This design comes from an exercise in tuning for small area and few clock cycles on the open sky130 flow, not from production work. At most, simulation tests tie the RTL to the original design; equivalence was not proved. The RTL of runs 2 to 4 was laid out without a check of its function. Power is estimated from default activity; no workload was simulated.

==> flow/design.v <==
`default_nettype none
module async_mmap #(
  parameter RdLenWidth = 5,   
  parameter LenWidth  = 4,    
  parameter QueueLog  = 2,    
  parameter RdDepthLog = 0,   
  parameter RdSplitLog = 10,  
  parameter WrSplitLog = 5    
) (
  input wire clk,
  input wire rst,  
  input wire [63:0] offset,
  output wire        m_axi_AWVALID,
  input  wire        m_axi_AWREADY,
  output wire [31:0] m_axi_AWADDR,
  output wire [0:0]  m_axi_AWID,
  output wire [7:0]  m_axi_AWLEN,
  output wire [2:0]  m_axi_AWSIZE,
  output wire [1:0]  m_axi_AWBURST,
  output wire [0:0]  m_axi_AWLOCK,
  output wire [3:0]  m_axi_AWCACHE,
  output wire [2:0]  m_axi_AWPROT,
  output wire [3:0]  m_axi_AWQOS,
  output wire        m_axi_WVALID,
  input  wire        m_axi_WREADY,
  output wire [31:0] m_axi_WDATA,
  output wire [3:0]  m_axi_WSTRB,
  output wire        m_axi_WLAST,
  input  wire       m_axi_BVALID,
  output wire       m_axi_BREADY,
  input  wire [1:0] m_axi_BRESP,
  input  wire [0:0] m_axi_BID,
  output wire        m_axi_ARVALID,
  input  wire        m_axi_ARREADY,
  output wire [31:0] m_axi_ARADDR,
  output wire [0:0]  m_axi_ARID,
  output wire [7:0]  m_axi_ARLEN,
  output wire [2:0]  m_axi_ARSIZE,
  output wire [1:0]  m_axi_ARBURST,
  output wire [0:0]  m_axi_ARLOCK,
  output wire [3:0]  m_axi_ARCACHE,
  output wire [2:0]  m_axi_ARPROT,
  output wire [3:0]  m_axi_ARQOS,
  input  wire        m_axi_RVALID,
  output wire        m_axi_RREADY,
  input  wire [31:0] m_axi_RDATA,
  input  wire        m_axi_RLAST,
  input  wire [0:0]  m_axi_RID,
  input  wire [1:0]  m_axi_RRESP,
  input  wire [31:0] read_addr_din,
  input  wire        read_addr_write,
  output wire        read_addr_full_n,
  output wire [31:0] read_data_dout,
  input  wire        read_data_read,
  output wire        read_data_empty_n,
  input  wire [31:0] write_addr_din,
  input  wire        write_addr_write,
  output wire        write_addr_full_n,
  input  wire [31:0] write_data_din,
  input  wire        write_data_write,
  output wire        write_data_full_n,
  output wire [7:0] write_resp_dout,
  input  wire       write_resp_read,
  output wire       write_resp_empty_n
);
  localparam QD = 1 << QueueLog;
  wire ar_free;
  wire [29:0] ar_word;
  wire [RdLenWidth-1:0] ar_len;
  wire ar_valid;
  burst_former #(.LenWidth(RdLenWidth), .SplitLog(RdSplitLog)) read_burst (
    .clk(clk), .rst(rst), .base(offset[31:2]),
    .din(read_addr_din[29:0]), .write(read_addr_write), .full_n(read_addr_full_n),
    .room(1'b1), .emit(), .emit_len(),
    .valid(ar_valid), .ready(m_axi_ARREADY), .word(ar_word), .len(ar_len)
  );
  assign m_axi_ARVALID = ar_valid;
  assign m_axi_ARADDR  = {ar_word, offset[1:0]};
  assign m_axi_ARID    = 1'b0;
  assign m_axi_ARLEN   = {{(8-RdLenWidth){1'b0}}, ar_len};
  assign m_axi_ARSIZE  = 3'd2;
  assign m_axi_ARBURST = 2'd1;
  assign m_axi_ARLOCK  = 1'b0;
  assign m_axi_ARCACHE = 4'b0011;
  assign m_axi_ARPROT  = 3'd0;
  assign m_axi_ARQOS   = 4'd0;
  generate
    if (RdDepthLog == 0) begin : rd_pass
      assign read_data_dout    = m_axi_RDATA;
      assign read_data_empty_n = m_axi_RVALID;
      assign m_axi_RREADY      = read_data_read;
    end else begin : rd_fifo
      localparam RD = 1 << RdDepthLog;
      reg [31:0] mem [0:RD-1];
      reg [RdDepthLog:0] wp, rp;
      wire [RdDepthLog:0] used = wp - rp;
      wire full  = used[RdDepthLog];
      wire push  = m_axi_RVALID && !full;
      wire pop   = read_data_read && (wp != rp);
      always @(posedge clk) begin
        if (rst) begin
          wp <= 0;
          rp <= 0;
        end else begin
          if (push) wp <= wp + 1'b1;
          if (pop)  rp <= rp + 1'b1;
        end
        if (push) mem[wp[RdDepthLog-1:0]] <= m_axi_RDATA;
      end
      assign m_axi_RREADY      = !full;
      assign read_data_empty_n = wp != rp;
      assign read_data_dout    = mem[rp[RdDepthLog-1:0]];
    end
  endgenerate
  reg  [LenWidth-1:0] q_len [0:QD-1];    
  reg  [QueueLog:0]   q_tail, q_w, q_b;   
  wire [QueueLog:0] q_used = q_tail - q_b;
  wire q_room = !q_used[QueueLog];
  wire aw_emit;
  wire [29:0] aw_word;
  wire [LenWidth-1:0] aw_len;
  wire aw_valid;
  wire [LenWidth-1:0] aw_len_next;
  burst_former #(.LenWidth(LenWidth), .SplitLog(WrSplitLog)) write_burst (
    .clk(clk), .rst(rst), .base(offset[31:2]),
    .din(write_addr_din[29:0]), .write(write_addr_write), .full_n(write_addr_full_n),
    .room(q_room), .emit(aw_emit), .emit_len(aw_len_next),
    .valid(aw_valid), .ready(m_axi_AWREADY), .word(aw_word), .len(aw_len)
  );
  assign m_axi_AWVALID = aw_valid;
  assign m_axi_AWADDR  = {aw_word, offset[1:0]};
  assign m_axi_AWID    = 1'b0;
  assign m_axi_AWLEN   = {{(8-LenWidth){1'b0}}, aw_len};
  assign m_axi_AWSIZE  = 3'd2;
  assign m_axi_AWBURST = 2'd1;
  assign m_axi_AWLOCK  = 1'b0;
  assign m_axi_AWCACHE = 4'b0011;
  assign m_axi_AWPROT  = 3'd0;
  assign m_axi_AWQOS   = 4'd0;
  reg        wd_valid;
  reg [31:0] wd_data;
  reg [LenWidth-1:0] w_beat;
  reg        b_done;    
  wire w_known = q_w != q_tail;
  wire w_last  = w_beat == q_len[q_w[QueueLog-1:0]];
  wire w_hs    = wd_valid && w_known && m_axi_WREADY;
  wire d_push  = write_data_write;
  wire b_hs    = m_axi_BVALID && !b_done;
  wire r_pop   = write_resp_read && b_done;
  assign write_data_full_n = !wd_valid || w_hs;
  assign m_axi_WVALID = wd_valid && w_known;
  assign m_axi_WDATA  = wd_data;
  assign m_axi_WSTRB  = 4'b1111;
  assign m_axi_WLAST  = w_last;
  assign m_axi_BREADY = !b_done;
  assign write_resp_empty_n = b_done;
  assign write_resp_dout = {{(8-LenWidth){1'b0}}, q_len[q_b[QueueLog-1:0]]};
  always @(posedge clk) begin
    if (rst) begin
      wd_valid <= 1'b0;
      w_beat   <= {LenWidth{1'b0}};
      q_tail   <= {(QueueLog+1){1'b0}};
      q_w      <= {(QueueLog+1){1'b0}};
      q_b      <= {(QueueLog+1){1'b0}};
      b_done   <= 1'b0;
    end else begin
      if (d_push) wd_valid <= 1'b1;
      else if (w_hs) wd_valid <= 1'b0;
      if (w_hs) begin
        if (w_last) begin
          w_beat <= {LenWidth{1'b0}};
          q_w <= q_w + 1'b1;
        end else begin
          w_beat <= w_beat + 1'b1;
        end
      end
      if (aw_emit) q_tail <= q_tail + 1'b1;
      if (b_hs) b_done <= 1'b1;
      else if (r_pop) b_done <= 1'b0;
      if (r_pop) q_b <= q_b + 1'b1;
    end
    if (d_push) wd_data <= write_data_din;
    if (aw_emit) q_len[q_tail[QueueLog-1:0]] <= aw_len_next;
  end
  wire _unused = &{1'b0, offset[63:32], read_addr_din[31:30], write_addr_din[31:30],
                   m_axi_BRESP, m_axi_BID, m_axi_RLAST, m_axi_RID, m_axi_RRESP, 1'b0};
endmodule   
module burst_former #(
  parameter LenWidth = 5,
  parameter SplitLog = 8     
) (
  input  wire        clk,
  input  wire        rst,
  input  wire [29:0] base,       
  input  wire [29:0] din,        
  input  wire        write,
  output wire        full_n,
  input  wire        room,       
  output wire        emit,       
  output wire [LenWidth-1:0] emit_len,
  output reg                 valid,
  input  wire                ready,
  output reg  [29:0]         word,
  output reg  [LenWidth-1:0] len
);
  reg                run;        
  reg [29:0]         run_addr;   
  reg [LenWidth-1:0] run_len;    
  reg                half;       
  reg                carry;      
  wire slot   = (valid ? ready : !half) && room;
  wire [SplitLog:0] next_lo = run_addr[SplitLog-1:0] + run_len + 1'b1;
  wire extend = run && din[29:SplitLog] == run_addr[29:SplitLog] &&
                next_lo == {1'b0, din[SplitLog-1:0]} && ~&run_len;
  assign full_n = slot;
  assign emit   = run && slot && !(write && extend);
  assign emit_len = run_len;
  wire [14:0] sum_lo, sum_hi;
  wire        carry_lo;
  ripple_add #(.W(15)) add_lo (
    .a(base[14:0]), .b(run_addr[14:0]), .ci(1'b0), .s(sum_lo), .co(carry_lo));
  ripple_add #(.W(15)) add_hi (
    .a(base[29:15]), .b(word[29:15]), .ci(carry), .s(sum_hi), .co());
  always @(posedge clk) begin
    if (rst) begin
      run   <= 1'b0;
      valid <= 1'b0;
      half  <= 1'b0;
    end else begin
      if (write) run <= 1'b1;
      else if (emit) run <= 1'b0;
      half <= emit;
      if (half) valid <= 1'b1;
      else if (ready) valid <= 1'b0;
    end
    if (write) begin
      if (extend) begin
        run_len <= run_len + 1'b1;
      end else begin
        run_addr <= din;
        run_len  <= {LenWidth{1'b0}};
      end
    end
    if (emit) begin
      word  <= {run_addr[29:15], sum_lo};
      carry <= carry_lo;
      len   <= run_len;
    end else if (half) begin
      word[29:15] <= sum_hi;
    end
  end
endmodule   
module ripple_add #(
  parameter W = 8
) (
  input  wire [W-1:0] a,
  input  wire [W-1:0] b,
  input  wire         ci,
  output wire [W-1:0] s,
  output wire         co
);
  wire [W:0] c;
  assign c[0] = ci;
  genvar i;
  generate
    for (i = 0; i < W; i = i + 1) begin : bit_
      wire p = a[i] ^ b[i];
      assign s[i]   = p ^ c[i];
      assign c[i+1] = (a[i] & b[i]) | (p & c[i]);
    end
  endgenerate
  assign co = c[W];
endmodule   
`default_nettype wire
==> flow/flow/run.sh <==
#!/bin/bash
# The standard layout (standard.sh), except that:
# - the buffer placed on each input and output port is a buf_1 cell rather
#   than the larger delay buffer that buffer_ports picks by default;
# - constant outputs share their tie cells;
# - clock tree synthesis inserts no dummy loads.
# make's full output goes to make.log.
set -euo pipefail
export BUFFER_PORTS_ARGS="-buffer_cell sky130_fd_sc_hd__buf_1"
export SKIP_REPAIR_TIE_FANOUT=1
export CTS_ARGS="-sink_clustering_enable -repair_clock_nets -dont_use_dummy_load -buf_list sky130_fd_sc_hd__clkbuf_8 -sink_clustering_size 18 -sink_clustering_max_diameter 50"
bash standard.sh finish > make.log 2>&1
==> flow/standard.sh <==
#!/bin/bash
# synth_recipe.tcl (not shown) runs the flow's synth.tcl, then flattens the netlist and writes it again
# the make line also repeats each setting of config.mk as NAME=value (left out here)
make -C /OpenROAD-flow-scripts/flow DESIGN_CONFIG=/design/flow/config.mk WORK_HOME=/design/flow/orfs CLKGATE_MAP_FILE= SYNTH_SCRIPT=/design/flow/synth_recipe.tcl "${@:-finish}"
==> flow/config.mk <==
export PLATFORM = sky130hd
export DESIGN_NAME = async_mmap
export DESIGN_NICKNAME = async_mmap
export VERILOG_FILES = /design/flow/design.v
export SDC_FILE = /design/flow/constraint.sdc
export NUM_CORES = 4
export LEC_CHECK = 0
export CAP_MARGIN = 20
export CORE_MARGIN = 2
export CORE_UTILIZATION = 70
export PLACE_DENSITY = 0.8
export SLEW_MARGIN = 20
==> flow/constraint.sdc <==
create_clock -name core_clock -period 8.0 [get_ports {clk}]
set_input_delay 1.6000 -clock core_clock [delete_from_list [all_inputs] [get_ports {clk}]]
set_output_delay 1.6000 -clock core_clock [all_outputs]
set_load 0.01 [all_outputs]
==> flow_metrics.env, run 1 <==
export IMPL_status="no timing/DRC/antenna violations"
export IMPL_grt_max_degree=40
export IMPL_fin_crit_ns=7.52
export IMPL_worstSetupEndpointType="flip-flop"
export IMPL_cts_tree="built"
export IMPL_place_congestion=0.954
export IMPL_via_count=6424
export IMPL_die_h_um=128
export IMPL_dp_hpwl_um=18800
export IMPL_hold_buffers=0
export IMPL_synth_edf_count=188
export IMPL_ys_warn_count=3
export IMPL_async_reset_ff_frac=0
export IMPL_worstSkewPairLatency_ns=0.52
export IMPL_synth_ff_type="edfxtp_1"
export IMPL_rsz0062_at_grt="no"
export IMPL_io_pins=414
export IMPL_layout_drive_gt1_share=0.0747
export IMPL_grt_pass1_vias=6611
export IMPL_clockBufferDepth=3
export IMPL_tightest_slew_ns=1.04
export IMPL_cts_repair_resized=0
export IMPL_initial_utilization=0.715
export IMPL_peakVddDrop_v=0.000165
export IMPL_setup_viol=0
export IMPL_cp_start_kind="primary input"
export IMPL_wl_um=23600
export IMPL_grt_first_pass_wirelength_um=35400
export IMPL_finClkSkew_ns=0.0590
export IMPL_synth_seq_cells=213
export IMPL_drc=0
export IMPL_slew_violations=0
export IMPL_antenna_found_initial=0
export IMPL_fin_util=0.762
export IMPL_overflow=0
export IMPL_finalCritPeriodShare=0.940
export IMPL_die_area_mm2=0.0165
export IMPL_area_delta_synth_final_pct=6.57
export IMPL_hold_violations=0
export IMPL_cts_sinks=213
export IMPL_ant_nets=0
export IMPL_core_mm2=0.0151
export IMPL_synth_cell_types=53
export IMPL_synthesis_area_mm2=0.0108
export IMPL_clk_pin_slew_worst_paths_ns=0.10
export IMPL_path_max_fanout=2
export IMPL_arrival_ns=7.79
export IMPL_cts_buffers=19
export IMPL_syn_inst=741
export IMPL_io_buffers=245
export IMPL_leakage_nw=4.10
export IMPL_crit_type="in -> reg"
export IMPL_cts_root_buf="clkbuf_8"
export IMPL_syn_area_per_cell_um2=14.6
export IMPL_fin_cells=1099
export IMPL_p_total_mw=2.44
export IMPL_worstPathRequired_ns=8.27
export IMPL_hold_slack_ns=0.513
export IMPL_maxSlewHeadroom=0.307
export IMPL_fin_nets=1203
export IMPL_cts_setup_buffers=0
export IMPL_hp_class="reg -> reg"
export IMPL_placed_cells=1079
export IMPL_fmax_mhz=133
export IMPL_h_tree_depth=1
export IMPL_yosysSeqAreaShare=0.568
export IMPL_via_per_inst=5.85
export IMPL_post_drt_wl_per_cell_um=21.5
export IMPL_dr_pass1_iters=5
export IMPL_maxCapViolations=0
export IMPL_first_iter_violations=470
export IMPL_fp_dieW_um=128
export IMPL_grt_usage=0.287
export IMPL_core_rowCount=45
export IMPL_p_per_area_mw_per_mm2=212
power by group:
group	total, mW	internal, mW	switching, mW
sequential	1.41	1.34	0.0690
clock	0.547	0.213	0.334
combinational	0.486	0.210	0.276
cell families after synthesis:
| logic type | synth area share |
|---|---|
| AND/OR/NAND/NOR | 0.0674 |
| flip-flops | 0.568 |
| adder cells (fa/ha/maj) | 0.133 |
| XOR/XNOR | 0.0720 |
| AO/OA/AOI/OAI | 0.0245 |
| buffers and inverters | 0.0814 |
| other | 0.000694 |
| multiplexers | 0.0536 |
metal layers:
| metal | share of wire | vias up | wire [µm] | track usage |
|---|---|---|---|---|
| met5 | 0 | - | 0 | 0 |
| met4 | 0.037 | 0 | 881 | 0.112 |
| met3 | 0.096 | 62 | 2260 | 0.0778 |
| met2 | 0.49 | 334 | 11500 | 0.469 |
| met1 | 0.38 | 3166 | 9010 | 0.374 |
| li1 | - | 2862 | - | - |
registers in the layout, indices dropped and copies added, names as in the netlist, 3 cells and up, named ones only:
signal                count
write_burst.run_addr     30
read_burst.run_len        5
q_b                       3
q_len                    16
write_burst.len           4
read_burst.len            5
q_tail                    3
write_burst.run_len       4
write_burst.word         30
read_burst.word          30
wd_data                  32
read_burst.run_addr      30
q_w                       3
w_beat                    4
worst max-delay path, cell delays in order:
cell and delay, ns:
buf_1 0.07, inv_1 0.14, fa_1 0.21, inv_1 0.05, fa_1 0.38, fa_1 0.40
fa_1 0.39, fa_1 0.39, fa_1 0.41, fa_1 0.39, fa_1 0.39, fa_1 0.40
fa_1 0.40, fa_1 0.39, fa_1 0.41, fa_1 0.42, fa_1 0.40, xnor2_1 0.20
xnor2_1 0.08, mux2_2 0.27
path summary, 6_finish.rpt:
path / from / cells past startpoint / end / slack (ns)
setup / recovery: offset[17] / 20 / write_burst.word[29]$_DFFE_PP_ / 0.48
hold / removal: write_burst.half$_SDFF_PP0_ / 2 / write_burst.valid$_SDFFE_PP0P_ / 0.51
setup reg to reg: write_burst.word[15]$_DFFE_PP_ / 19 / write_burst.word[29]$_DFFE_PP_ / 1.32
hold reg to reg: write_burst.half$_SDFF_PP0_ / 2 / write_burst.valid$_SDFFE_PP0P_ / 0.51
metrics by stage:
step	area [µm²]	TNS, ns	setup slack [ns]
2_1_floorplan	10800	0	0.400
6_report	11500	0	0.479
3_5_place_dp	11300	-0.0226	-0.0226
4_1_cts	11500	0	0.501
3_3_place_gp	11300	0	0.0753
5_1_grt	11500	0	0.261
layout by cell type, fill, tap and decap left out, types with 4 or more instances in the layout:
master,synthesis,routed
o21ai_0,7,7
dfxtp_1,25,25
nor2_1,37,36
xor2_1,46,46
mux2_4,4,4
nand2_1,16,16
xnor2_1,43,43
nand2b_1,5,5
nor4_1,18,18
mux2_2,24,24
buf_1,0,244
a21oi_1,17,17
fa_1,58,58
mux4_2,8,8
nor3_1,5,5
and2_1,4,4
nand3_1,14,14
clkbuf_8,0,19
nand4_1,13,13
inv_1,38,38
edfxtp_1,188,188
ha_1,22,22
and3_1,6,6
mux2i_1,7,7
area by class of cell:
type / count / area (µm²)
Sequential cell: 213 / 6150
Antenna cell: 1 / 2.50
Clock buffer: 19 / 262
Tap cell: 188 / 235
Timing Repair Buffer: 247 / 936
Multi-Input combinational cell: 392 / 3800
Inverter: 39 / 154
Fill cell: 975 / 3610
cell usage after synthesis, drive strengths merged, types with 2 or more instances:
master,n,area (µm²)
fa,58,1160
o21ai,7,35.0
mux4,8,180
nor3,5,25.0
and4b,2,20.0
o2111a,2,22.5
buf,93,712
clkbuf,4,15.0
edfxtp,188,5650
inv,39,154
o21a,3,22.5
dfxtp,25,500
nand3,14,70.1
a21o,4,31.3
and2,7,47.5
or3,3,20.0
mux2,28,330
xor2,46,403
and3,6,37.5
nand3b,2,15.0
nand2,16,60.1
nor4,18,113
conb,2,7.51
or4,2,15.0
a21oi,17,85.1
mux2i,7,70.1
ha,22,275
or2,2,12.5
nand2b,5,31.3
xnor2,43,377
nor2,37,139
nand4,13,81.3
Testbench counts, summed over its fixed seeds: cycles 7,805.
==> run 2: changes to the inputs <==
--- a/flow/design.v
+++ b/flow/design.v
@@ -1,11 +1,8 @@
 `default_nettype none
 module async_mmap #(
-  parameter RdLenWidth = 5,   
-  parameter LenWidth  = 4,    
+  parameter LenWidth  = 5,    
   parameter QueueLog  = 2,    
-  parameter RdDepthLog = 0,   
-  parameter RdSplitLog = 10,  
-  parameter WrSplitLog = 5    
+  parameter RdDepthLog = 0    
 ) (
   input wire clk,
   input wire rst,  
@@ -66,9 +63,9 @@
   localparam QD = 1 << QueueLog;
   wire ar_free;
   wire [29:0] ar_word;
-  wire [RdLenWidth-1:0] ar_len;
+  wire [LenWidth-1:0] ar_len;
   wire ar_valid;
-  burst_former #(.LenWidth(RdLenWidth), .SplitLog(RdSplitLog)) read_burst (
+  burst_former #(.LenWidth(LenWidth)) read_burst (
     .clk(clk), .rst(rst), .base(offset[31:2]),
     .din(read_addr_din[29:0]), .write(read_addr_write), .full_n(read_addr_full_n),
     .room(1'b1), .emit(), .emit_len(),
@@ -77,7 +74,7 @@
   assign m_axi_ARVALID = ar_valid;
   assign m_axi_ARADDR  = {ar_word, offset[1:0]};
   assign m_axi_ARID    = 1'b0;
-  assign m_axi_ARLEN   = {{(8-RdLenWidth){1'b0}}, ar_len};
+  assign m_axi_ARLEN   = {{(8-LenWidth){1'b0}}, ar_len};
   assign m_axi_ARSIZE  = 3'd2;
   assign m_axi_ARBURST = 2'd1;
   assign m_axi_ARLOCK  = 1'b0;
@@ -121,7 +118,7 @@
   wire [LenWidth-1:0] aw_len;
   wire aw_valid;
   wire [LenWidth-1:0] aw_len_next;
-  burst_former #(.LenWidth(LenWidth), .SplitLog(WrSplitLog)) write_burst (
+  burst_former #(.LenWidth(LenWidth)) write_burst (
     .clk(clk), .rst(rst), .base(offset[31:2]),
     .din(write_addr_din[29:0]), .write(write_addr_write), .full_n(write_addr_full_n),
     .room(q_room), .emit(aw_emit), .emit_len(aw_len_next),
@@ -186,8 +183,7 @@
                    m_axi_BRESP, m_axi_BID, m_axi_RLAST, m_axi_RID, m_axi_RRESP, 1'b0};
 endmodule   
 module burst_former #(
-  parameter LenWidth = 5,
-  parameter SplitLog = 8     
+  parameter LenWidth = 5
 ) (
   input  wire        clk,
   input  wire        rst,
@@ -206,31 +202,19 @@
   reg                run;        
   reg [29:0]         run_addr;   
   reg [LenWidth-1:0] run_len;    
-  reg                half;       
-  reg                carry;      
-  wire slot   = (valid ? ready : !half) && room;
-  wire [SplitLog:0] next_lo = run_addr[SplitLog-1:0] + run_len + 1'b1;
-  wire extend = run && din[29:SplitLog] == run_addr[29:SplitLog] &&
-                next_lo == {1'b0, din[SplitLog-1:0]} && ~&run_len;
+  wire slot   = (!valid || ready) && room;
+  wire extend = run && din == run_addr + run_len + 1'b1 && ~&run_len;
   assign full_n = slot;
   assign emit   = run && slot && !(write && extend);
   assign emit_len = run_len;
-  wire [14:0] sum_lo, sum_hi;
-  wire        carry_lo;
-  ripple_add #(.W(15)) add_lo (
-    .a(base[14:0]), .b(run_addr[14:0]), .ci(1'b0), .s(sum_lo), .co(carry_lo));
-  ripple_add #(.W(15)) add_hi (
-    .a(base[29:15]), .b(word[29:15]), .ci(carry), .s(sum_hi), .co());
   always @(posedge clk) begin
     if (rst) begin
       run   <= 1'b0;
       valid <= 1'b0;
-      half  <= 1'b0;
     end else begin
       if (write) run <= 1'b1;
       else if (emit) run <= 1'b0;
-      half <= emit;
-      if (half) valid <= 1'b1;
+      if (emit) valid <= 1'b1;
       else if (ready) valid <= 1'b0;
     end
     if (write) begin
@@ -242,33 +226,9 @@
       end
     end
     if (emit) begin
-      word  <= {run_addr[29:15], sum_lo};
-      carry <= carry_lo;
-      len   <= run_len;
-    end else if (half) begin
-      word[29:15] <= sum_hi;
+      word <= base + run_addr;
+      len  <= run_len;
     end
   end
 endmodule   
-module ripple_add #(
-  parameter W = 8
-) (
-  input  wire [W-1:0] a,
-  input  wire [W-1:0] b,
-  input  wire         ci,
-  output wire [W-1:0] s,
-  output wire         co
-);
-  wire [W:0] c;
-  assign c[0] = ci;
-  genvar i;
-  generate
-    for (i = 0; i < W; i = i + 1) begin : bit_
-      wire p = a[i] ^ b[i];
-      assign s[i]   = p ^ c[i];
-      assign c[i+1] = (a[i] & b[i]) | (p & c[i]);
-    end
-  endgenerate
-  assign co = c[W];
-endmodule   
 `default_nettype wire
==> flow/run.sh (new file) <==
#!/bin/bash
# synth_recipe.tcl (not shown) runs the flow's synth.tcl, then flattens the netlist and writes it again
# the make line also repeats each setting of config.mk as NAME=value (left out here)
make -C /OpenROAD-flow-scripts/flow DESIGN_CONFIG=/design/flow/config.mk WORK_HOME=/design/flow/orfs CLKGATE_MAP_FILE= SYNTH_SCRIPT=/design/flow/synth_recipe.tcl finish
--- a/flow/config.mk
+++ b/flow/config.mk
@@ -7,6 +7,6 @@
 export LEC_CHECK = 0
 export CAP_MARGIN = 20
 export CORE_MARGIN = 2
-export CORE_UTILIZATION = 70
-export PLACE_DENSITY = 0.8
+export CORE_UTILIZATION = 35
+export PLACE_DENSITY = 0.5
 export SLEW_MARGIN = 20
removed: flow/flow/run.sh
removed: flow/standard.sh
==> flow_metrics.env, run 2 <==
export IMPL_async_reset_ff_frac=0
export IMPL_ant_nets=0
export IMPL_ys_top_cells_by_area="edfxtp_1 (45%), ha_1 (7.8%), xnor2_1 (6.4%)"
export IMPL_grt_usage=0.174
export IMPL_top_register="wd_data"
export IMPL_clockBufferDepth=3
export IMPL_via_count=9185
export IMPL_final_cell_mix="clkdlybuf4s50_1 (247), edfxtp_1 (192), xnor2_1 (94)"
export IMPL_core_mm2=0.0364
export IMPL_hold_violations=0
export IMPL_worstSetupEndpointType="flip-flop"
export IMPL_first_iter_violations=391
export IMPL_p_int_mw=2.46
export IMPL_netlist_area_leader_share=0.447
export IMPL_maxCapViolations=0
export IMPL_p_seq_frac=0.417
export IMPL_fin_nets=1654
export IMPL_tns_ns=0
export IMPL_p_total_mw=3.36
export IMPL_via_per_inst=4.96
export IMPL_hold_buffers=0
export IMPL_layout_drive_gt1_share=0.0572
export IMPL_fp_dieW_um=196
export IMPL_gr_usage_met1=0.219
export IMPL_io_buffers=247
export IMPL_cts_sinks=216
export IMPL_synth_top_area_cell="edfxtp_1"
export IMPL_syn_area_per_cell_um2=11.4
export IMPL_finClkSkew_ns=0.0114
export IMPL_cts_buffers=27
export IMPL_yosysSeqAreaShare=0.485
export IMPL_use_met2=0.299
export IMPL_final_common_cell="clkdlybuf4s50_1"
export IMPL_cts_tree="built"
export IMPL_synthTopCellsByCount="edfxtp_1 (192), xnor2_1 (94), buf_4 (87), ha_1 (80), nor2_1 (72)"
export IMPL_antenna_found_initial=5
export IMPL_worstSkewPairLatency_ns=0.55
export IMPL_dp_hpwl_um=27000
export IMPL_p_per_area_mw_per_mm2=205
export IMPL_grt_pass1_vias=9092
export IMPL_yosysMostFrequentCell="edfxtp_1"
export IMPL_cts_root_buf="clkbuf_16"
export IMPL_synth_ff_type="edfxtp_1"
export IMPL_fin_util=0.451
export IMPL_grt_util_met3=0.0313
export IMPL_core_rowCount=70
export IMPL_p_clk_frac=0.375
export IMPL_arrival_ns=5.75
export IMPL_ys_warn_count=2
export IMPL_hp_class="reg -> reg"
export IMPL_tightest_slew_ns=0.956
export IMPL_slew_violations=0
export IMPL_wl_um=34200
export IMPL_h_tree_depth=1
export IMPL_path_delay_family="simple AND/OR/NAND/NOR gates"
export IMPL_dr_pass1_iters=4
export IMPL_synthesis_area_mm2=0.0129
export IMPL_die_area_mm2=0.0384
export IMPL_setup_viol=0
export IMPL_fmax_mhz=183
export IMPL_path_buf_inv=2
export IMPL_largest_reg_flops=32
export IMPL_path_max_fanout=34
export IMPL_post_drt_wl_per_cell_um=18.4
export IMPL_critPathMaxStageDelay_ns=0.53
export IMPL_status="no timing/DRC/antenna violations"
export IMPL_maxSlewHeadroom=0.361
export IMPL_cts_setup_buffers=0
export IMPL_synth_seq_cells=216
export IMPL_leakage_nw=6.23
export IMPL_busiest_layer="met2"
export IMPL_io_pins=414
export IMPL_combPwrFrac=0.207
export IMPL_synth_edf_count=192
export IMPL_syn_inst=1131
export IMPL_finalCritPeriodShare=0.684
export IMPL_place_congestion=0.837
export IMPL_cp_start_kind="primary input"
export IMPL_worstPathRequired_ns=8.28
export IMPL_drc=0
export IMPL_die_h_um=196
export IMPL_clk_pin_slew_worst_paths_ns=0.06
export IMPL_fillers=3409
export IMPL_rsz0062_at_grt="no"
export IMPL_switching_power_mw=0.903
export IMPL_slowest_stage="nor4b_4"
export IMPL_fin_crit_ns=5.47
export IMPL_initial_utilization=0.354
export IMPL_grt_max_degree=36
export IMPL_crit_type="in -> reg"
export IMPL_area_delta_synth_final_pct=27.5
export IMPL_overflow=0
export IMPL_switching_share=0.269
export IMPL_cts_repair_resized=0
export IMPL_synth_cell_types=68
export IMPL_grt_first_pass_wirelength_um=51700
export IMPL_peakVddDrop_v=0.000159
export IMPL_path_cells="clkdlybuf4s50_1 -> xor2_1 -> nand4b_1 -> or4_1 -> nor4_1 -> o21ai_1 -> or4b_1 -> or4_4 -> nor4b_4 -> a21oi_4 -> buf_4 -> and2_1"
[run 2: changes by cell type in the layout (fill, tap and decap cells not counted), sizes merged, moves of 14 or more]
cell	delta
nand2	+45
clkbuf	+21
xnor2	+51
a21o	+34
conb	+47
ha	+58
a21oi	+40
fa	-54
nor2	+35
buf	-241
mux2	-23
o21ai	+25
nand3	+14
clkdlybuf4s50	+247
[run 2: cell type report]
class | instances | area [µm²] | area share
Sequential cell | 216 | 6250 | 0.380
Multi-Input combinational cell | 816 | 5960 | 0.363
Timing Repair Buffer | 252 | 2520 | 0.154
Clock buffer | 41 | 820 | 0.0499
Tap cell | 468 | 586 | 0.0356
Inverter | 46 | 173 | 0.0105
Clock inverter | 9 | 111 | 0.00678
Antenna cell | 5 | 12.5 | 0.000762
[run 2: stage by stage]
| step | area, µm² | hold slack, ns | cells | setup WS [ns] |
|---|---|---|---|---|
| after floorplan | 13100 | 0.461 | 1178 | 2.86 |
| after global routing | 16400 | 0.554 | 1852 | 2.34 |
| final | 16400 | 0.524 | 1853 | 2.53 |
| after global placement | 15500 | 0.513 | 1797 | 1.97 |
| after detailed placement | 15500 | 0.514 | 1797 | 1.93 |
| after CTS | 16400 | 0.531 | 1847 | 2.51 |
[run 2: per-layer routing]
| layer | up-vias | wire length (µm) |
|---|---|---|
| met1 | 4343 | 14900 |
| met3 | 55 | 1990 |
| met2 | 296 | 16200 |
| met5 | - | 0 |
| met4 | 0 | 1020 |
| li1 | 4491 | - |
[run 2: tightest hold or removal path, delay by kind of cell, from the launching register on]
kind               cells  cell delay (ns)
DFF                    1             0.35
and+or+nand+nor        1             0.07
AOI/OAI and AO/OA      1             0.07
[run 2: logic make-up after synthesis]
group,after synthesis,share of synthesized area
xor gates and xnor gates,151,0.103
other,2,0.000583
adders and majority gates,84,0.0839
AOI/OAI and AO/OA,211,0.109
buffers and inverters,146,0.0679
and+or+nand+nor,294,0.119
muxes,27,0.0318
DFF,216,0.485
[run 2: power groups by stage]
| stage | Sequential (mW) | Combinational [mW] | Clock (mW) |
|---|---|---|---|
| final | 1.40 | 0.697 | 1.26 |
| after global routing | 1.42 | 0.765 | 1.34 |
| after CTS | 1.41 | 0.701 | 1.31 |
| after detailed placement | 1.43 | 0.697 | 0 |
| after global placement | 1.43 | 0.695 | 0 |
| after floorplan | 1.43 | 0.426 | 0 |
[run 2: worst paths after layout]
kind | start | to | slack, ns | cells past startpoint
setup / recovery | write_addr_din[0] | q_len[2][0]$_DFFE_PP_ | 2.53 | 12
hold / removal | write_burst.run$_SDFFE_PP0P_ | write_burst.run$_SDFFE_PP0P_ | 0.52 | 2
setup reg to reg | write_burst.run_len[0]$_SDFFCE_PN0P_ | q_len[2][0]$_DFFE_PP_ | 2.75 | 15
hold reg to reg | write_burst.run$_SDFFE_PP0P_ | write_burst.run$_SDFFE_PP0P_ | 0.52 | 2
==> run 3: changes to the inputs <==
--- a/flow/config.mk
+++ b/flow/config.mk
@@ -5,8 +5,10 @@
 export SDC_FILE = /design/flow/constraint.sdc
 export NUM_CORES = 4
 export LEC_CHECK = 0
+export ABC_AREA = 1
 export CAP_MARGIN = 20
 export CORE_MARGIN = 2
-export CORE_UTILIZATION = 35
-export PLACE_DENSITY = 0.5
+export CORE_UTILIZATION = 60
+export CTS_BUF_LIST = sky130_fd_sc_hd__clkbuf_4
+export PLACE_DENSITY = 0.7
 export SLEW_MARGIN = 20
==> flow_metrics.env, run 3 <==
export IMPL_wl_um=37700
export IMPL_rsz0062_at_grt="no"
export IMPL_via_per_inst=5.34
export IMPL_core_rowCount=56
export IMPL_r2r_end="write_burst.run_addr[21]$_DFFE_PP_"
export IMPL_io_pins=414
export IMPL_r2r_cells=18
export IMPL_fp_dieW_um=158
export IMPL_hold_buffers=0
export IMPL_hp_start="q_b[1]$_SDFFE_PP0P_"
export IMPL_peakVddDrop_v=0.000165
export IMPL_hold_slack_ns=0.506
export IMPL_largest_reg_flops=32
export IMPL_synth_ff_type="edfxtp_1"
export IMPL_maxSlewHeadroom=0.361
export IMPL_yosysSeqAreaShare=0.437
export IMPL_final_common_cell="nand2_1"
export IMPL_cts_sinks=216
export IMPL_grt_first_pass_wirelength_um=57400
export IMPL_post_drt_wl_per_cell_um=16.4
export IMPL_synth_fa_ha_area_frac=0.0756
export IMPL_grt_usage=0.297
export IMPL_slowest_stage="clkdlybuf4s50_1"
export IMPL_yosys_area_share_simple=0.219
export IMPL_grt_max_degree=36
export IMPL_worstSetupEndpointType="output pin"
export IMPL_leakage_nw=7.62
export IMPL_hold_violations=0
export IMPL_synth_area_mux_share=0.000700
export IMPL_die_h_um=158
export IMPL_final_cell_mix="nand2_1 (361), clkdlybuf4s50_1 (247), inv_1 (207)"
export IMPL_place_congestion=0.981
export IMPL_initial_utilization=0.611
export IMPL_antenna_found_initial=2
export IMPL_hp_class="reg -> reg"
export IMPL_top_register="wd_data"
export IMPL_cts_buffers=57
export IMPL_crit_type="reg -> out"
export IMPL_synthesis_area_mm2=0.0143
export IMPL_fillers=1813
export IMPL_path_max_fanout=11
export IMPL_overflow=0
export IMPL_area_delta_synth_final_pct=22.2
export IMPL_fin_util=0.746
export IMPL_fin_ws_ns=3.44
export IMPL_critPathMaxStageDelay_ns=0.62
export IMPL_synth_seq_cells=216
export IMPL_synth_top_area_cell="edfxtp_1"
export IMPL_dp_hpwl_um=30300
export IMPL_fin_crit_ns=4.56
export IMPL_synth_top_family_by_area="simple AND/OR/NAND/NOR gates"
export IMPL_syn_inst=1671
export IMPL_clk_pin_slew_worst_paths_ns=0.06
export IMPL_fin_nets=2233
export IMPL_status="no timing/DRC/antenna violations"
export IMPL_fmax_mhz=219
export IMPL_tightest_slew_ns=0.953
export IMPL_synth_cell_types=55
export IMPL_grt_pass1_vias=11673
export IMPL_clockBufferDepth=3
export IMPL_setup_viol=0
export IMPL_async_reset_ff_frac=0
export IMPL_via_count=12305
export IMPL_cts_tree="built"
export IMPL_ant_nets=0
export IMPL_dr_pass1_iters=6
export IMPL_path_cells="inv_2 -> o21ai_0 -> o22ai_1 -> xor2_1 -> nor4_2 -> clkdlybuf4s50_1"
export IMPL_maxCapViolations=0
export IMPL_slew_violations=0
export IMPL_io_buffers=247
export IMPL_synth_compound_area_frac=0.0873
export IMPL_synth_edf_count=192
export IMPL_layout_drive_gt1_share=0.0676
export IMPL_whs_path_depth=2
export IMPL_ys_warn_count=2
export IMPL_p_per_area_mw_per_mm2=182
export IMPL_h_tree_depth=2
export IMPL_cts_repair_resized=0
export IMPL_tns_ns=0
export IMPL_synthTopCellsByCount="nand2_1 (361), inv_1 (207), edfxtp_1 (192), nor2_1 (162), nand3_1 (95)"
export IMPL_timing_rr_start="write_burst.run_len[0]$_SDFFCE_PN0P_"
export IMPL_netlist_area_leader_share=0.403
export IMPL_die_area_mm2=0.0251
export IMPL_arrival_ns=2.96
export IMPL_worstPathRequired_ns=6.40
export IMPL_drc=0
export IMPL_finClkSkew_ns=0.0395
export IMPL_worstSkewPairLatency_ns=0.70
export IMPL_finalCritPeriodShare=0.570
export IMPL_yosysMostFrequentCell="nand2_1"
export IMPL_pre_cts_ws_ns=3.30
export IMPL_ff2ff_setup_slack_ns=3.98
export IMPL_cp_start_kind="flip-flop"
export IMPL_cts_root_buf="clkbuf_4"
export IMPL_synth_xor_area_frac=0.0763
export IMPL_ys_top_cells_by_area="edfxtp_1 (40%), nand2_1 (9.5%), ha_1 (7.0%)"
export IMPL_core_mm2=0.0234
export IMPL_syn_area_per_cell_um2=8.55
export IMPL_cts_setup_buffers=0
export IMPL_first_iter_violations=921
-- run 3: final cells by class --
type / count / area (µm²) / area share
tap: 319 / 399 / 0.0229
multi-input combinational: 1195 / 6750 / 0.386
inverter: 216 / 811 / 0.0464
clock buffer: 84 / 631 / 0.0361
sequential: 216 / 6250 / 0.358
clock inverter: 19 / 110 / 0.00631
timing repair buffer: 252 / 2510 / 0.144
antenna: 3 / 7.51 / 0.000430
-- run 3: routing by layer --
layer	routed length, µm	GRT usage	share of wire	up-vias
li1	-	-	-	6076
met1	15300	0.369	0.41	5638
met2	18300	0.509	0.49	493
met3	2640	0.0512	0.070	98
met4	1450	0.133	0.038	0
met5	0	0	0	-
-- run 3: logic make-up after synthesis --
logic type,count (synthesis)
compound gates,217
xor+xnor,123
fa+ha+maj,84
buf+inv,307
flops,216
mux,1
other cells,2
simple gates,721
-- run 3: where the power goes --
part	internal, mW	leakage, nW	total [mW]	switching [mW]
logic	0.347	5.15	0.797	0.450
registers	1.35	2.04	1.42	0.0681
clock network	0.514	0.437	0.974	0.460
-- run 3: worst max-delay path, delay by kind of cell (launching register included) --
family | cells | cell delay, ns
buffers and inverters | 2 | 0.80
AO/OA/AOI/OAI | 2 | 0.32
flip-flops | 1 | 0.55
AND/OR/NAND/NOR | 1 | 0.44
XOR/XNOR | 1 | 0.16
-- run 3: per-stage QoR --
stage          total power, mW  instance area, µm²  cells
2_1_floorplan             1.93               14500   1718
3_3_place_gp              2.21               16700   2198
3_5_place_dp              2.23               16700   2198
4_1_cts                   3.20               17500   2301
5_1_grt                   3.36               17500   2303
6_report                  3.19               17500   2304
-- run 3: how the worst max path moves through the flow --
stage / from / to / slack (ns) / depth (start not counted)
after floorplan: write_addr_din[3] / write_burst.run_addr[0]$_DFFE_PP_ / 3.08 / 11
after global placement: offset[2] / read_burst.word[22]$_DFFE_PP_ / 3.37 / 14
after detailed placement: offset[2] / read_burst.word[22]$_DFFE_PP_ / 3.30 / 14
after CTS: flip-flop / m_axi_WLAST / 3.41 / 6
after global routing: flip-flop / m_axi_WLAST / 3.18 / 7
final: flip-flop / m_axi_WLAST / 3.44 / 6
==> run 4: changes to the inputs <==
--- a/flow/design.v
+++ b/flow/design.v
@@ -1,8 +1,11 @@
 `default_nettype none
 module async_mmap #(
-  parameter LenWidth  = 5,    
+  parameter RdLenWidth = 5,   
+  parameter LenWidth  = 4,    
   parameter QueueLog  = 2,    
-  parameter RdDepthLog = 0    
+  parameter RdDepthLog = 0,   
+  parameter RdSplitLog = 10,  
+  parameter WrSplitLog = 4    
 ) (
   input wire clk,
   input wire rst,  
@@ -63,9 +66,9 @@
   localparam QD = 1 << QueueLog;
   wire ar_free;
   wire [29:0] ar_word;
-  wire [LenWidth-1:0] ar_len;
+  wire [RdLenWidth-1:0] ar_len;
   wire ar_valid;
-  burst_former #(.LenWidth(LenWidth)) read_burst (
+  burst_former #(.LenWidth(RdLenWidth), .SplitLog(RdSplitLog)) read_burst (
     .clk(clk), .rst(rst), .base(offset[31:2]),
     .din(read_addr_din[29:0]), .write(read_addr_write), .full_n(read_addr_full_n),
     .room(1'b1), .emit(), .emit_len(),
@@ -74,7 +77,7 @@
   assign m_axi_ARVALID = ar_valid;
   assign m_axi_ARADDR  = {ar_word, offset[1:0]};
   assign m_axi_ARID    = 1'b0;
-  assign m_axi_ARLEN   = {{(8-LenWidth){1'b0}}, ar_len};
+  assign m_axi_ARLEN   = {{(8-RdLenWidth){1'b0}}, ar_len};
   assign m_axi_ARSIZE  = 3'd2;
   assign m_axi_ARBURST = 2'd1;
   assign m_axi_ARLOCK  = 1'b0;
@@ -118,7 +121,7 @@
   wire [LenWidth-1:0] aw_len;
   wire aw_valid;
   wire [LenWidth-1:0] aw_len_next;
-  burst_former #(.LenWidth(LenWidth)) write_burst (
+  burst_former #(.LenWidth(LenWidth), .SplitLog(WrSplitLog)) write_burst (
     .clk(clk), .rst(rst), .base(offset[31:2]),
     .din(write_addr_din[29:0]), .write(write_addr_write), .full_n(write_addr_full_n),
     .room(q_room), .emit(aw_emit), .emit_len(aw_len_next),
@@ -183,7 +186,8 @@
                    m_axi_BRESP, m_axi_BID, m_axi_RLAST, m_axi_RID, m_axi_RRESP, 1'b0};
 endmodule   
 module burst_former #(
-  parameter LenWidth = 5
+  parameter LenWidth = 5,
+  parameter SplitLog = 8     
 ) (
   input  wire        clk,
   input  wire        rst,
@@ -202,8 +206,20 @@
   reg                run;        
   reg [29:0]         run_addr;   
   reg [LenWidth-1:0] run_len;    
+  wire [29:0] sum;
+  wire [30:0] carry;
+  assign carry[0] = 1'b0;
+  genvar i;
+  generate
+    for (i = 0; i < 30; i = i + 1) begin : add
+      assign sum[i] = base[i] ^ run_addr[i] ^ carry[i];
+      assign carry[i+1] = (base[i] & run_addr[i]) | (carry[i] & (base[i] ^ run_addr[i]));
+    end
+  endgenerate
   wire slot   = (!valid || ready) && room;
-  wire extend = run && din == run_addr + run_len + 1'b1 && ~&run_len;
+  wire [SplitLog:0] next_lo = run_addr[SplitLog-1:0] + run_len + 1'b1;
+  wire extend = run && din[29:SplitLog] == run_addr[29:SplitLog] &&
+                next_lo == {1'b0, din[SplitLog-1:0]} && ~&run_len;
   assign full_n = slot;
   assign emit   = run && slot && !(write && extend);
   assign emit_len = run_len;
@@ -226,7 +242,7 @@
       end
     end
     if (emit) begin
-      word <= base + run_addr;
+      word <= sum;
       len  <= run_len;
     end
   end
--- a/flow/config.mk
+++ b/flow/config.mk
@@ -5,7 +5,6 @@
 export SDC_FILE = /design/flow/constraint.sdc
 export NUM_CORES = 4
 export LEC_CHECK = 0
-export ABC_AREA = 1
 export CAP_MARGIN = 20
 export CORE_MARGIN = 2
 export CORE_UTILIZATION = 60
==> flow_metrics.env, run 4 <==
export IMPL_status="complete, but fails checks"
export IMPL_so_faults="negative setup slack"
export IMPL_synth_ff_type="edfxtp_1"
export IMPL_die_area_mm2=0.0182
export IMPL_hold_violations=0
export IMPL_wl_um=24600
export IMPL_p_per_area_mw_per_mm2=203
export IMPL_finClkSkew_ns=0.0384
export IMPL_crit_type="in -> reg"
export IMPL_cts_sinks=209
export IMPL_yosysSeqAreaShare=0.589
export IMPL_hp_class="reg -> reg"
export IMPL_async_reset_ff_frac=0
export IMPL_cp_start_kind="primary input"
export IMPL_synthesis_area_mm2=0.0103
export IMPL_via_count=6320
export IMPL_clockBufferDepth=3
export IMPL_maxCapViolations=0
export IMPL_path_max_fanout=2
export IMPL_layout_drive_gt1_share=0.214
export IMPL_fin_nets=1237
export IMPL_worstSkewPairLatency_ns=0.65
export IMPL_arrival_ns=12.59
export IMPL_core_rowCount=47
export IMPL_ys_top_cells_by_area="edfxtp_1 (54%), fa_1 (11%), buf_4 (6.6%)"
export IMPL_io_pins=414
export IMPL_area_delta_synth_final_pct=32.4
export IMPL_fp_dieW_um=135
export IMPL_cts_tree="built"
export IMPL_leakage_nw=4.93
export IMPL_synth_top_area_cell="edfxtp_1"
export IMPL_dp_hpwl_um=18900
export IMPL_place_congestion=0.908
export IMPL_ant_nets=0
export IMPL_post_drt_wl_per_cell_um=20.4
export IMPL_final_area_mm2=0.0136
export IMPL_cts_buffers=53
export IMPL_peakVddDrop_v=0.000134
export IMPL_critPathMaxStageDelay_ns=0.42
export IMPL_slew_violations=0
export IMPL_tightest_slew_ns=1.12
export IMPL_drc=0
export IMPL_slowest_stage="fa_2"
export IMPL_fin_ws_ns=-4.21
export IMPL_clk_pin_slew_worst_paths_ns=0.06
export IMPL_place_area_mm2=0.0129
export IMPL_antenna_found_initial=1
export IMPL_dr_pass1_iters=5
export IMPL_setup_viol=25
export IMPL_hold_buffers=0
export IMPL_worstSetupEndpointType="flip-flop"
export IMPL_largest_reg_flops=32
export IMPL_path_buf_inv=2
export IMPL_grt_usage=0.275
export IMPL_netlist_area_leader_share=0.545
export IMPL_first_iter_violations=321
export IMPL_synth_edf_count=186
export IMPL_maxSlewHeadroom=0.256
export IMPL_yosysMostFrequentCell="edfxtp_1"
export IMPL_syn_area_per_cell_um2=15.6
export IMPL_worstPathRequired_ns=8.37
export IMPL_cts_root_buf="clkbuf_4"
export IMPL_top_register="wd_data"
export IMPL_fillers=958
export IMPL_overflow=0
export IMPL_tns_ns=-52.50
export IMPL_synth_seq_cells=209
export IMPL_fin_util=0.816
export IMPL_grt_pass1_vias=6718
export IMPL_synthTopCellsByCount="edfxtp_1 (186), buf_4 (90), xnor2_1 (67), fa_1 (58), nor2_1 (27)"
export IMPL_rsz0062_at_grt="yes"
export IMPL_io_buffers=245
export IMPL_h_tree_depth=2
export IMPL_via_per_inst=5.24
export IMPL_fmax_mhz=81.9
export IMPL_finalCritPeriodShare=1.53
export IMPL_final_common_cell="clkdlybuf4s50_1"
export IMPL_core_mm2=0.0166
export IMPL_synth_cell_types=62
export IMPL_initial_utilization=0.616
export IMPL_ys_warn_count=3
export IMPL_grt_max_degree=40
export IMPL_syn_inst=658
export IMPL_fin_crit_ns=12.21
export IMPL_path_delay_family="adder cells"
export IMPL_grt_first_pass_wirelength_um=37100
export IMPL_die_h_um=135
export IMPL_final_cell_mix="clkdlybuf4s50_1 (243), edfxtp_1 (186), clkbuf_4 (86)"
export IMPL_crit_path_frequent_cell="fa_2"
run 4: power breakdown:
group          internal, mW  total, mW  switching (mW)  leakage (nW)
clock                 0.482      0.902           0.420         0.416
sequential             1.30       1.35          0.0536          1.97
combinational         0.269      0.499           0.230          2.55
total                  2.05       2.75           0.703          4.93
run 4: layout make-up:
cell class | count | area [µm²] | area share
Multi-Input combinational cell | 386 | 3810 | 0.281
Sequential cell | 209 | 6050 | 0.445
Clock inverter | 8 | 32.5 | 0.00240
Tap cell | 220 | 275 | 0.0203
Clock buffer | 86 | 646 | 0.0475
Antenna cell | 1 | 2.50 | 0.000184
Inverter | 19 | 71.3 | 0.00525
Timing Repair Buffer | 277 | 2700 | 0.199
run 4: routing by layer:
metal | GRT usage | share of wire
met4 | 0.109 | 0.031
met1 | 0.308 | 0.36
met5 | 0 | 0
met3 | 0.0728 | 0.075
met2 | 0.500 | 0.54
run 4: final timing paths:
kind,from,end,slack [ns],cells past startpoint
hold reg to reg,read_burst.run_len[4]$_SDFFCE_PN0P_,read_burst.len[4]$_DFFE_PP_,0.51,0
setup / recovery,offset[2],read_burst.word[29]$_DFFE_PP_,-4.21,33
hold / removal,read_burst.run_len[4]$_SDFFCE_PN0P_,read_burst.len[4]$_DFFE_PP_,0.51,0
setup reg to reg,read_burst.run_addr[0]$_DFFE_PP_,read_burst.word[29]$_DFFE_PP_,-3.51,31
run 4: per-stage QoR:
| stage | setup slack [ns] | instances | hold slack (ns) | power, mW |
|---|---|---|---|---|
| after floorplan | -4.55 | 707 | 0.459 | 1.63 |
| after global placement | -5.30 | 1110 | 0.498 | 1.85 |
| after detailed placement | -5.44 | 1110 | 0.498 | 1.88 |
| after CTS | -4.50 | 1204 | 0.518 | 2.78 |
| after global routing | -4.48 | 1206 | 0.528 | 2.88 |
| final | -4.21 | 1206 | 0.513 | 2.75 |
run 4: cell families after synthesis:
family                     share of synthesized area
other                                       0.000732
DFF                                            0.589
muxes                                         0.0253
xor gates and xnor gates                      0.0758
buffers and inverters                         0.0747
AOI/OAI and AO/OA                             0.0276
adders and majority gates                      0.140
and+or+nand+nor                               0.0665
run 4: repair_timing:
| action | in CTS | in global routing |
|---|---|---|
| endpoints found under the setup margin | 27 | 25 |
| hold endpoints to repair | 0 | 0 |
| pin swaps | 57 | 19 |
| buffers inserted | 0 | 1 |
| resized for setup | 12 | 1 |
==> run 5: changes to the inputs <==
--- a/flow/design.v
+++ b/flow/design.v
@@ -5,7 +5,7 @@
   parameter QueueLog  = 2,    
   parameter RdDepthLog = 0,   
   parameter RdSplitLog = 10,  
-  parameter WrSplitLog = 4    
+  parameter WrSplitLog = 5    
 ) (
   input wire clk,
   input wire rst,  
@@ -206,31 +206,31 @@
   reg                run;        
   reg [29:0]         run_addr;   
   reg [LenWidth-1:0] run_len;    
-  wire [29:0] sum;
-  wire [30:0] carry;
-  assign carry[0] = 1'b0;
-  genvar i;
-  generate
-    for (i = 0; i < 30; i = i + 1) begin : add
-      assign sum[i] = base[i] ^ run_addr[i] ^ carry[i];
-      assign carry[i+1] = (base[i] & run_addr[i]) | (carry[i] & (base[i] ^ run_addr[i]));
-    end
-  endgenerate
-  wire slot   = (!valid || ready) && room;
+  reg                half;       
+  reg                carry;      
+  wire slot   = (valid ? ready : !half) && room;
   wire [SplitLog:0] next_lo = run_addr[SplitLog-1:0] + run_len + 1'b1;
   wire extend = run && din[29:SplitLog] == run_addr[29:SplitLog] &&
                 next_lo == {1'b0, din[SplitLog-1:0]} && ~&run_len;
   assign full_n = slot;
   assign emit   = run && slot && !(write && extend);
   assign emit_len = run_len;
+  wire [14:0] sum_lo, sum_hi;
+  wire        carry_lo;
+  ripple_add #(.W(15)) add_lo (
+    .a(base[14:0]), .b(run_addr[14:0]), .ci(1'b0), .s(sum_lo), .co(carry_lo));
+  ripple_add #(.W(15)) add_hi (
+    .a(base[29:15]), .b(word[29:15]), .ci(carry), .s(sum_hi), .co());
   always @(posedge clk) begin
     if (rst) begin
       run   <= 1'b0;
       valid <= 1'b0;
+      half  <= 1'b0;
     end else begin
       if (write) run <= 1'b1;
       else if (emit) run <= 1'b0;
-      if (emit) valid <= 1'b1;
+      half <= emit;
+      if (half) valid <= 1'b1;
       else if (ready) valid <= 1'b0;
     end
     if (write) begin
@@ -242,9 +242,33 @@
       end
     end
     if (emit) begin
-      word <= sum;
-      len  <= run_len;
+      word  <= {run_addr[29:15], sum_lo};
+      carry <= carry_lo;
+      len   <= run_len;
+    end else if (half) begin
+      word[29:15] <= sum_hi;
     end
   end
 endmodule   
+module ripple_add #(
+  parameter W = 8
+) (
+  input  wire [W-1:0] a,
+  input  wire [W-1:0] b,
+  input  wire         ci,
+  output wire [W-1:0] s,
+  output wire         co
+);
+  wire [W:0] c;
+  assign c[0] = ci;
+  genvar i;
+  generate
+    for (i = 0; i < W; i = i + 1) begin : bit_
+      wire p = a[i] ^ b[i];
+      assign s[i]   = p ^ c[i];
+      assign c[i+1] = (a[i] & b[i]) | (p & c[i]);
+    end
+  endgenerate
+  assign co = c[W];
+endmodule   
 `default_nettype wire
==> flow/flow/run.sh (new file) <==
#!/bin/bash
# The standard layout (standard.sh), with these changes:
# - after the standard synthesis, its combinational cells (all but the
#   flip-flops, adders and tie cells, which are kept as they are) are mapped
#   again by ABC for area (flow/remap.abc); registers keep their names and
#   cells;
# - the buffer placed on each input and output port is a buf_1 cell rather
#   than the larger delay buffer that buffer_ports picks by default;
# - constant outputs share their tie cells;
# - clock tree synthesis inserts no dummy loads.
# Each tool's output goes to a log file here: make_synth.log, remap.log,
# make.log (ORFS's own step logs are under orfs/logs).
set -euo pipefail
export BUFFER_PORTS_ARGS="-buffer_cell sky130_fd_sc_hd__buf_1"
export SKIP_REPAIR_TIE_FANOUT=1
export CTS_ARGS="-sink_clustering_enable -repair_clock_nets -dont_use_dummy_load -buf_list sky130_fd_sc_hd__clkbuf_8 -sink_clustering_size 18 -sink_clustering_max_diameter 50"

plat=${FLOW_PLATFORM:-sky130hd}
res=orfs/results/$plat/async_mmap/base
lib=$FLOW_HOME/platforms/$plat/lib/sky130_fd_sc_hd__tt_025C_1v80.lib

bash standard.sh synth > make_synth.log 2>&1

# abc's arguments of the standard synthesis: its don't-use cells and constraints
abc_line=$(grep -m1 '^abc -script' orfs/logs/$plat/async_mmap/base/1_2_yosys.log)
dont_use=$(grep -o -- '-dont_use [^ ]*' <<< "$abc_line" | tr '\n' ' ')
constr=$(grep -o -- '-constr [^ ]*' <<< "$abc_line")

python3 flow/gen_unmap.py "$lib" unmap.v > gen_unmap.log 2>&1
cp $res/1_2_yosys.v 1_2_yosys_standard.v
cat > remap.ys <<EOY
read_liberty -lib $lib
read_verilog 1_2_yosys_standard.v
hierarchy -top $FLOW_TOP
techmap -map unmap.v
opt -purge
simplemap
opt -purge
abc -script flow/remap.abc -liberty $lib $dont_use $constr
hilomap -singleton -hicell sky130_fd_sc_hd__conb_1 HI -locell sky130_fd_sc_hd__conb_1 LO
splitnets
opt_clean -purge
stat -liberty $lib
write_verilog -noattr -nohex -nodec $res/1_2_yosys.v
EOY
yosys -s remap.ys > remap.log 2>&1
rm -f $res/1_synth.odb $res/1_synth.sdc

bash standard.sh finish > make.log 2>&1
==> flow/flow/gen_unmap.py (new file) <==
#!/usr/bin/env python3
# Writes unmap.v: a techmap file turning each combinational sky130hd cell
# (except the adders fa/ha and the tie cell) back into plain logic.
import re, sys
lib = open(sys.argv[1]).read()
out = []
for m in re.finditer(r'\n    cell \("(sky130_fd_sc_hd__\w+)"\) \{', lib):
    name = m.group(1)
    start = m.end()
    nxt = lib.find('\n    cell (', start)
    body = lib[start:nxt if nxt > 0 else len(lib)]
    if re.search(r'\b(ff|latch|statetable)\s*\(', body): continue
    short = name[len('sky130_fd_sc_hd__'):]
    if short.startswith(('fa_', 'ha_', 'conb', 'tap', 'fill', 'decap', 'diode', 'lpflow', 'probe', 'macro')): continue
    pins = re.findall(r'\n        pin \("(\w+)"\) \{(.*?)\n        \}', body, re.S)
    ins, outs = [], []
    for p, pb in pins:
        d = re.search(r'direction : "(\w+)"', pb).group(1)
        if d == 'input': ins.append(p)
        elif d == 'output':
            f = re.search(r'function : "([^"]*)"', pb)
            if not f: break
            outs.append((p, f.group(1)))
    else:
        if not outs or not ins: continue
        def conv(f):
            f = f.replace('!', '~').replace('+', '|').replace('*', '&')
            return f
        ports = ', '.join(ins + [o for o, _ in outs])
        s = f"module \\$__unmap_{short} ({ports});\n"
        s = f"(* techmap_celltype = \"{name}\" *)\nmodule _unmap_{short} ({ports});\n"
        for i in ins: s += f"  input {i};\n"
        for o, f in outs: s += f"  output {o};\n  assign {o} = {conv(f)};\n"
        s += "endmodule\n"
        out.append(s)
open(sys.argv[2], 'w').write('\n'.join(out))

==> flow/flow/remap.abc (new file) <==
strash
&get -n
&st
&dch
&nf -R 1000
&put
==> flow/standard.sh (new file) <==
#!/bin/bash
# synth_recipe.tcl (not shown) runs the flow's synth.tcl, then flattens the netlist and writes it again
# the make line also repeats each setting of config.mk as NAME=value (left out here)
make -C /OpenROAD-flow-scripts/flow DESIGN_CONFIG=/design/flow/config.mk WORK_HOME=/design/flow/orfs CLKGATE_MAP_FILE= SYNTH_SCRIPT=/design/flow/synth_recipe.tcl "${@:-finish}"
--- a/flow/config.mk
+++ b/flow/config.mk
@@ -7,7 +7,6 @@
 export LEC_CHECK = 0
 export CAP_MARGIN = 20
 export CORE_MARGIN = 2
-export CORE_UTILIZATION = 60
-export CTS_BUF_LIST = sky130_fd_sc_hd__clkbuf_4
-export PLACE_DENSITY = 0.7
+export CORE_UTILIZATION = 70
+export PLACE_DENSITY = 0.8
 export SLEW_MARGIN = 20
removed: flow/run.sh
==> flow_metrics.env, run 5 <==
export IMPL_fin_nets=1170
export IMPL_hold_slack_ns=0.523
export IMPL_final_common_cell="buf_1"
export IMPL_via_per_inst=5.99
export IMPL_tns_ns=0
export IMPL_worstSkewPairLatency_ns=0.52
export IMPL_combPwrFrac=0.190
export IMPL_dp_hpwl_um=22200
export IMPL_cp_start_kind="primary input"
export IMPL_pre_cts_ws_ns=0.132
export IMPL_core_mm2=0.0138
export IMPL_p_seq_frac=0.579
export IMPL_fin_util=0.818
export IMPL_post_drt_wl_per_cell_um=26.0
export IMPL_cts_sinks=213
export IMPL_grt_pass1_vias=6358
export IMPL_switching_share=0.281
export IMPL_maxCapViolations=0
export IMPL_initial_utilization=0.708
export IMPL_antenna_found_initial=15
export IMPL_syn_area_per_cell_um2=16.1
export IMPL_io_buffers=245
export IMPL_h_tree_depth=1
export IMPL_grt_usage=0.371
export IMPL_p_clk_frac=0.231
export IMPL_cts_buffers=20
export IMPL_maxSlewHeadroom=0.245
export IMPL_path_max_fanout=2
export IMPL_final_cell_mix="buf_1 (244), edfxtp_1 (188), fa_1 (58)"
export IMPL_hold_violations=0
export IMPL_clk_pin_slew_worst_paths_ns=0.11
export IMPL_grt_max_degree=41
export IMPL_hold_buffers=0
export IMPL_drc=0
export IMPL_fin_crit_ns=7.33
export IMPL_crit_type="in -> reg"
export IMPL_cts_root_buf="clkbuf_8"
export IMPL_largest_reg_flops=32
export IMPL_p_per_area_mw_per_mm2=217
export IMPL_first_iter_violations=549
export IMPL_via_count=6405
export IMPL_top_register="wd_data"
export IMPL_switching_power_mw=0.689
export IMPL_wl_um=27800
export IMPL_finalCritPeriodShare=0.916
export IMPL_ff2ff_setup_slack_ns=1.42
export IMPL_io_pins=414
export IMPL_die_area_mm2=0.0149
export IMPL_worstPathRequired_ns=8.38
export IMPL_fin_ws_ns=0.675
export IMPL_synthesis_area_mm2=0.00976
export IMPL_peakVddDrop_v=0.000176
export IMPL_ys_warn_count=3
export IMPL_area_delta_synth_final_pct=15.4
export IMPL_syn_inst=607
export IMPL_worstSetupEndpointType="flip-flop"
export IMPL_leakage_nw=3.79
export IMPL_grt_first_pass_wirelength_um=38200
export IMPL_finClkSkew_ns=0.0435
export IMPL_p_int_mw=1.76
export IMPL_layout_drive_gt1_share=0.0399
export IMPL_tightest_slew_ns=1.13
export IMPL_core_rowCount=43
export IMPL_ant_nets=0
export IMPL_slew_violations=0
export IMPL_cts_tree="built"
export IMPL_overflow=0
export IMPL_cts_setup_buffers=0
export IMPL_arrival_ns=7.71
export IMPL_cts_repair_resized=0
export IMPL_place_area_mm2=0.0110
export IMPL_hp_class="reg -> reg"
export IMPL_dr_pass1_iters=5
export IMPL_place_congestion=0.892
export IMPL_fp_dieW_um=122
export IMPL_clockBufferDepth=3
export IMPL_die_h_um=122
export IMPL_fillers=775
export IMPL_final_area_mm2=0.0113
export IMPL_rsz0062_at_grt="no"
export IMPL_fmax_mhz=137
export IMPL_status="no timing/DRC/antenna violations"
export IMPL_setup_viol=0
-- run 5: cell count changes in the layout (fill, tap and decap cells not counted), moves of 18 or more --
cell and change:
conb_1 -49, buf_1 +244, mux2_1 +22, fa_1 +56
clkinv_1 +37, clkbuf_8 +20, clkdlybuf4s50_1 -243, clkbuf_4 -86
fa_2 -56, inv_1 -18, buf_4 -26
-- run 5: path summary, 6_finish.rpt --
kind | from | to | cells after the start
hold reg to reg | q_b[1]$_SDFFE_PP0P_ | flip-flop | 2
setup reg to reg | write_burst.word[15]$_DFFE_PP_ | write_burst.word[28]$_DFFE_PP_ | 17
setup / recovery | offset[2] | read_burst.word[14]$_DFFE_PP_ | 18
hold / removal | q_b[1]$_SDFFE_PP0P_ | flip-flop | 2
-- run 5: worst max-delay path, stage by stage --
cell      delay (ns)
buf_1           0.09
ha_1            0.22
fa_1            0.39
fa_1            0.41
fa_1            0.39
fa_1            0.40
fa_1            0.41
fa_1            0.40
fa_1            0.41
fa_1            0.41
fa_1            0.44
fa_1            0.42
fa_1            0.40
fa_1            0.40
fa_1            0.37
clkinv_1        0.08
fa_1            0.42
clkinv_1        0.05
-- run 5: routing by layer --
layer,GRT usage,vias up,part of all wire
li1,-,2736,-
met1,0.462,3143,0.34
met2,0.554,453,0.48
met3,0.161,69,0.13
met4,0.194,4,0.050
met5,0.0382,-,0.0023
-- run 5: area by class of cell --
type                       instances  area, µm²  share of cell area
inverter                          42        158              0.0140
timing repair buffer             250        958              0.0851
tap                              180        225              0.0200
clock buffer                      20        275              0.0244
multi-input combinational        352       3470               0.308
sequential                       213       6150               0.546
antenna                           13       32.5             0.00289
-- run 5: through the flow --
| step | total power, mW | std cells |
|---|---|---|
| after floorplan | 1.69 | 607 |
| after global placement | 1.87 | 1037 |
| after detailed placement | 1.90 | 1037 |
| after CTS | 2.44 | 1057 |
| after global routing | 2.54 | 1064 |
| final | 2.45 | 1070 |
-- run 5: power groups by stage --
stage / clock network [mW] / registers (mW) / logic [mW]
floorplan: 0 / 1.45 / 0.240
global route: 0.601 / 1.43 / 0.513
detailed placement: 0 / 1.44 / 0.458
CTS: 0.564 / 1.42 / 0.462
finish: 0.565 / 1.42 / 0.465
global placement: 0 / 1.44 / 0.431
Testbench counts of run 5, summed over its fixed seeds: cycles 7,805.

-- what the ideal ports hide --
The results above use ideal ports. As a check the final layouts listed here were re-extracted and re-timed, cells and wires unchanged.
Step 1 (the two cells are an assumption about what drives the block):
set clk [get_ports {clk}]
set_driving_cell -lib_cell sky130_fd_sc_hd__clkbuf_16 $clk
set_driving_cell -lib_cell sky130_fd_sc_hd__buf_2 [delete_from_list [all_inputs] $clk]
Step 2 times the ports against the registers' clock, not the clock port: input delays grow and output delays shrink by t, the midpoint of the rising clock arrivals with the driver on.
Slacks: ideal ports / drivers / drivers and shift; pairs: ideal ports / drivers.
run	t (ns)	slack for setup (ns)	hold WS [ns]	worst data-port slew with drivers (ns)
run 1	0.530	0.478 / 0.492 / -0.038	0.513 / 0.513 / 0.513	0.20
run 2	0.597	2.526 / 2.530 / 1.933	0.524 / 0.524 / 0.524	0.11
run 3	0.722	3.439 / 3.395 / 3.262	0.506 / 0.506 / 0.506	0.11
run 4	0.669	-4.213 / -4.216 / -4.886	0.513 / 0.513 / 0.513	0.12
run 5	0.544	0.675 / 0.679 / 0.135	0.523 / 0.523 / 0.523	0.18
With both steps, setup timing fails in run 1, where it was met with ideal ports. The setup slack of run 4, which loses most, moves by -0.003 ns with the drivers and by -0.673 ns with both steps.
